Source: an optimization exercise on an open RTL-to-GDS flow (aim: small area). Production flows keep margins and buffers that such runs may drop.
In this exercise RTL edits were held to simulation tests only and were not proved equivalent to the original.

north:
==> module MDC_NTT, before the edit <==
module MDC_NTT(
    input clk,
    input rst,
    input mode,
    input en,
    input [11:0] i1,
    input [11:0] i2,
    output [11:0] o1,
    output [11:0] o2,
    output done
    );
    reg [6:0] cnt;
    reg       run;
    reg       done_r;
    reg       m;         
    always @(posedge clk) begin
        if (!rst) m <= mode;
    end
    always @(posedge clk) begin
        if (!rst) begin
            cnt    <= 7'd0;
            run    <= 1'b0;
            done_r <= 1'b0;
        end else begin
            if (run | en) cnt <= cnt + 7'd1;
            run <= run | en;
            if (cnt == LAST) done_r <= en;
        end
    end
    assign done = done_r;
    wire [6:0] cnt_nx = !rst ? 7'd0 : ((run | en) ? cnt + 7'd1 : cnt);
    localparam integer LAT = 4;
    function [5:0] s_ntt(input integer L);
        s_ntt = LAT*L + 64 - (64 >> L);
    endfunction
    function [5:0] s_intt(input integer L);
        s_intt = LAT*L + (1 << L) - 1;
    endfunction
    function [5:0] bf_off(input integer k, input m);
        bf_off = m ? s_intt(6 - k) : s_ntt(k);
    endfunction
    function [5:0] c_off(input integer k, input m);
        c_off = m ? s_intt(5 - k) + LAT : s_ntt(k) + LAT;
    endfunction
    localparam [6:0] LAST = 7*LAT + 63 - 1;    
    wire [11:0] bf_n1 [0:6];
    wire [11:0] bf_n2 [0:6];
    wire [11:0] bf_i1 [0:6];
    wire [11:0] bf_i2 [0:6];
    wire [11:0] c_o1 [0:5];
    wire [11:0] c_o2 [0:5];
    genvar k;
    generate
        for (k = 0; k < 7; k = k + 1) begin : g_bf
            wire [5:0] ph  = cnt[5:0] - bf_off(k, m);
            wire [5:0] g   = ph >> (6 - k);
            wire [5:0] idx = m ? ~g : g;
            wire [11:0] a1n, a2n, a1i, a2i;
            if (k == 0) begin : g_in0
                assign a1n = i1;
                assign a2n = i2;
            end else begin : g_inn
                assign a1n = c_o1[k-1];
                assign a2n = c_o2[k-1];
            end
            if (k == 6) begin : g_in6
                assign a1i = i1;
                assign a2i = i2;
            end else begin : g_ini
                assign a1i = c_o1[k];
                assign a2i = c_o2[k];
            end
            BF #(k) bf(.clk(clk), .mode(m), .widx(idx),
                       .a1n(a1n), .a2n(a2n), .a1i(a1i), .a2i(a2i),
                       .n1(bf_n1[k]), .n2(bf_n2[k]), .i1(bf_i1[k]), .i2(bf_i2[k]));
        end
        for (k = 0; k < 6; k = k + 1) begin : g_c
            wire [5:0] ph = cnt_nx[5:0] - c_off(k, m);
            reg sel;
            always @(posedge clk) sel <= ph[5 - k];
            reg [11:0] y1, y2;
            always @(posedge clk) begin
                y1 <= m ? bf_i1[k+1] : bf_n1[k];
                y2 <= m ? bf_i2[k+1] : bf_n2[k];
            end
            C2 #(32 >> k) c(.clk(clk), .sel(sel), .i1(y1), .i2(y2),
                            .o1(c_o1[k]), .o2(c_o2[k]));
        end
    endgenerate
    reg [11:0] r1, r2;
    always @(posedge clk) begin
        r1 <= m ? bf_i1[0] : bf_n1[6];
        r2 <= m ? bf_i2[0] : bf_n2[6];
    end
    assign o1 = r1;
    assign o2 = r2;
endmodule
==> flow/config.mk <==
export PLATFORM = sky130hd
export DESIGN_NAME = MDC_NTT
export DESIGN_NICKNAME = MDC_NTT
export VERILOG_FILES = /design/flow/design.v
export SDC_FILE = /design/flow/constraint.sdc
export NUM_CORES = 4
export LEC_CHECK = 0
export CAP_MARGIN = 20
export CORE_MARGIN = 2
export CORE_UTILIZATION = 70
export CTS_BUF_LIST = sky130_fd_sc_hd__clkbuf_16
export CTS_CLUSTER_DIAMETER = 100
export CTS_CLUSTER_SIZE = 27
export PLACE_DENSITY = 0.8
export SLEW_MARGIN = 20
==> flow/constraint.sdc <==
create_clock -name core_clock -period 8.0 [get_ports {clk}]
set_input_delay 1.6000 -clock core_clock [delete_from_list [all_inputs] [get_ports {clk}]]
set_output_delay 1.6000 -clock core_clock [all_outputs]
set_load 0.01 [all_outputs]
run.sh (not shown) runs the stock make flow with config.mk's settings and CLKGATE_MAP_FILE= SYNTH_SCRIPT=/design/flow/synth_recipe.tcl, a recipe that flattens the netlist after the stock synthesis.
Changes in south relative to north:
--- a/flow/design.v
+++ b/flow/design.v
@@ -42,7 +42,7 @@
     function [5:0] c_off(input integer k, input m);
         c_off = m ? s_intt(5 - k) + LAT : s_ntt(k) + LAT;
     endfunction
-    localparam [6:0] LAST = 7*LAT + 63 - 1;    
+    localparam [6:0] LAST = 7*LAT + 63 - 2;    
     wire [11:0] bf_n1 [0:6];
     wire [11:0] bf_n2 [0:6];
     wire [11:0] bf_i1 [0:6];
@@ -87,13 +87,8 @@
                             .o1(c_o1[k]), .o2(c_o2[k]));
         end
     endgenerate
-    reg [11:0] r1, r2;
-    always @(posedge clk) begin
-        r1 <= m ? bf_i1[0] : bf_n1[6];
-        r2 <= m ? bf_i2[0] : bf_n2[6];
-    end
-    assign o1 = r1;
-    assign o2 = r2;
+    assign o1 = m ? bf_i1[0] : bf_n1[6];
+    assign o2 = m ? bf_i2[0] : bf_n2[6];
 endmodule
 module BF #(
     parameter K = 1
Findings:
- Compared with north, south shows a average wire per cell in the routed design that is about 0.9% lower.
- On area after synthesis, south and north are neck and neck.
- Overall routing resource usage delta (north -> south): insignificant
- The worst slew margin relative to its limit of south was superior to that of north.
- south: number of iterations in the first detailed-routing pass is 1 lower than what north reported.
- south — met1 routed wirelength after detailed routing about 0.45% higher, north as reference
- Number of nets in the final layout delta for south relative to north: about 0.32% higher
- south vs north — routed wire length dropped slightly
- Between south and north, it is south whose number of clock buffers in the layout is lower, by about 1%.
- south -> north: final number of hold-violating endpoints delta 0, exact match

========
Setup of rev 12:
Another version of the RTL of MDC_NTT (not shown whole).
Size in the first run: roughly 53 I/O pins.
==> module modadd, before the edit <==
module modadd(
    input  [11:0] a,
    input  [11:0] b,
    output [11:0] c
);
    wire [12:0] s  = a + b;
    wire [13:0] sq = {1'b0, s} - 14'd3329;
    assign c = sq[13] ? s[11:0] : sq[11:0];
endmodule
==> module reduc_q, before the edit <==
module reduc_q(
    input  [23:0] p,
    output [11:0] qe
);
    wire [14:0] acc = p[23:10] + p[23:12] - p[23:16] - p[23:18] + 15'd1;
    assign qe = acc[13:2];
endmodule
==> module reduc_d, before the edit <==
module reduc_d(
    input  [12:0] plo,
    input  [11:0] qe,
    output [12:0] rr
);
    assign rr = plo - qe - {qe[4:0], 8'd0} - {qe[2:0], 10'd0} - {qe[1:0], 11'd0};
endmodule
Settings: LEC_CHECK=0, CAP_MARGIN=20, CORE_MARGIN=2, CORE_UTILIZATION=70, CTS_BUF_LIST=sky130_fd_sc_hd__clkbuf_16, CTS_CLUSTER_DIAMETER=100, CTS_CLUSTER_SIZE=27, PLACE_DENSITY=0.8, SLEW_MARGIN=20; clock period 8.0 ns.
Looking at the reports, rev 12 completed the entire flow and the layout it produced met the timing, design-rule and antenna checks.
The following lists how rev 13 was set up differently from rev 12:
diff --git a/flow/design.v b/flow/design.v
--- a/flow/design.v
+++ b/flow/design.v
@@ -382,12 +382,13 @@
     input  [11:0] a,
     input  [11:0] b,
     output [11:0] c
 );
     wire [12:0] s  = a + b;
-    wire [13:0] sq = {1'b0, s} - 14'd3329;
-    assign c = sq[13] ? s[11:0] : sq[11:0];
+    wire [12:0] sq = s + 13'd4863;                   
+    wire        ge = s[12] | (s[11:0] >= 12'd3329);
+    assign c = ge ? sq[11:0] : s[11:0];
 endmodule
 module modsub(
     input  [11:0] a,
     input  [11:0] b,
     output [11:0] c
@@ -398,19 +399,22 @@
 endmodule
 module reduc_q(
     input  [23:0] p,
     output [11:0] qe
 );
-    wire [14:0] acc = p[23:10] + p[23:12] - p[23:16] - p[23:18] + 15'd1;
+    wire [14:0] a   = p[23:10] + p[23:12];
+    wire [14:0] b   = p[23:16] + p[23:18];
+    wire [14:0] acc = a + ~b + 15'd2;
     assign qe = acc[13:2];
 endmodule
 module reduc_d(
     input  [12:0] plo,
     input  [11:0] qe,
     output [12:0] rr
 );
-    assign rr = plo - qe - {qe[4:0], 8'd0} - {qe[2:0], 10'd0} - {qe[1:0], 11'd0};
+    wire [12:0] m = qe + {qe[4:0], 8'd0} + {qe[2:0], 10'd0} + {qe[1:0], 11'd0};
+    assign rr = plo + ~m + 13'd1;
 endmodule
 module reduc_c(
     input  [12:0] rr,
     output [11:0] r
 );
Results
Rev 13: PASS, flow complete, no timing, DRC or antenna violations. Rev 13 vs. rev 12: global-route usage has decreased, delay contributed by the slowest stage of the critical path has decreased, final layout net count has decreased. The higher final worst hold slack of rev 13 and rev 12 is in rev 12. In terms of area growth from synthesis to layout, rev 13 and rev 12 differ only marginally. Rev 12 -> rev 13: synthesized instance count decreased by a few percent. Between rev 13 and rev 12, the fraction of standard cell area in multi-input logic figures differ only marginally. Rev 13 vs. rev 12: tap cell count went down by 0.69%. Area after detailed placement: rev 13 vs rev 12 down 1.7%.

[static timing again, ports no longer ideal]
The results above use ideal ports. As a check the final layouts listed here were re-extracted and re-timed, cells and wires unchanged.
Step 1 (the two cells are an assumption about what drives the block):
set clk [get_ports {clk}]
set_driving_cell -lib_cell sky130_fd_sc_hd__clkbuf_16 $clk
set_driving_cell -lib_cell sky130_fd_sc_hd__buf_2 [delete_from_list [all_inputs] $clk]
Step 2, shift: input delay + t, output delay - t, t = (earliest + latest rising clock arrival at the registers) / 2. This alone moves slack from input paths to output paths.
Three values: ideal ports, drivers, drivers and shift; two values: the first two.
run | t (ns) | slack for setup (ns) | latest minus earliest clock arrival (ns)
north | 0.856 | 0.287 / 0.287 / 0.287 | 0.084 / 0.084
south | 0.858 | 0.359 / 0.332 / 0.332 | 0.080 / 0.080
rev 12 | 0.852 | 0.639 / 0.639 / 0.639 | 0.072 / 0.072
rev 13 | 0.841 | 1.419 / 1.419 / 1.419 | 0.086 / 0.086
After both steps setup and hold are still met in every run listed. The setup slack of south, which loses most, moves by -0.027 ns with the drivers and by -0.027 ns with both steps.
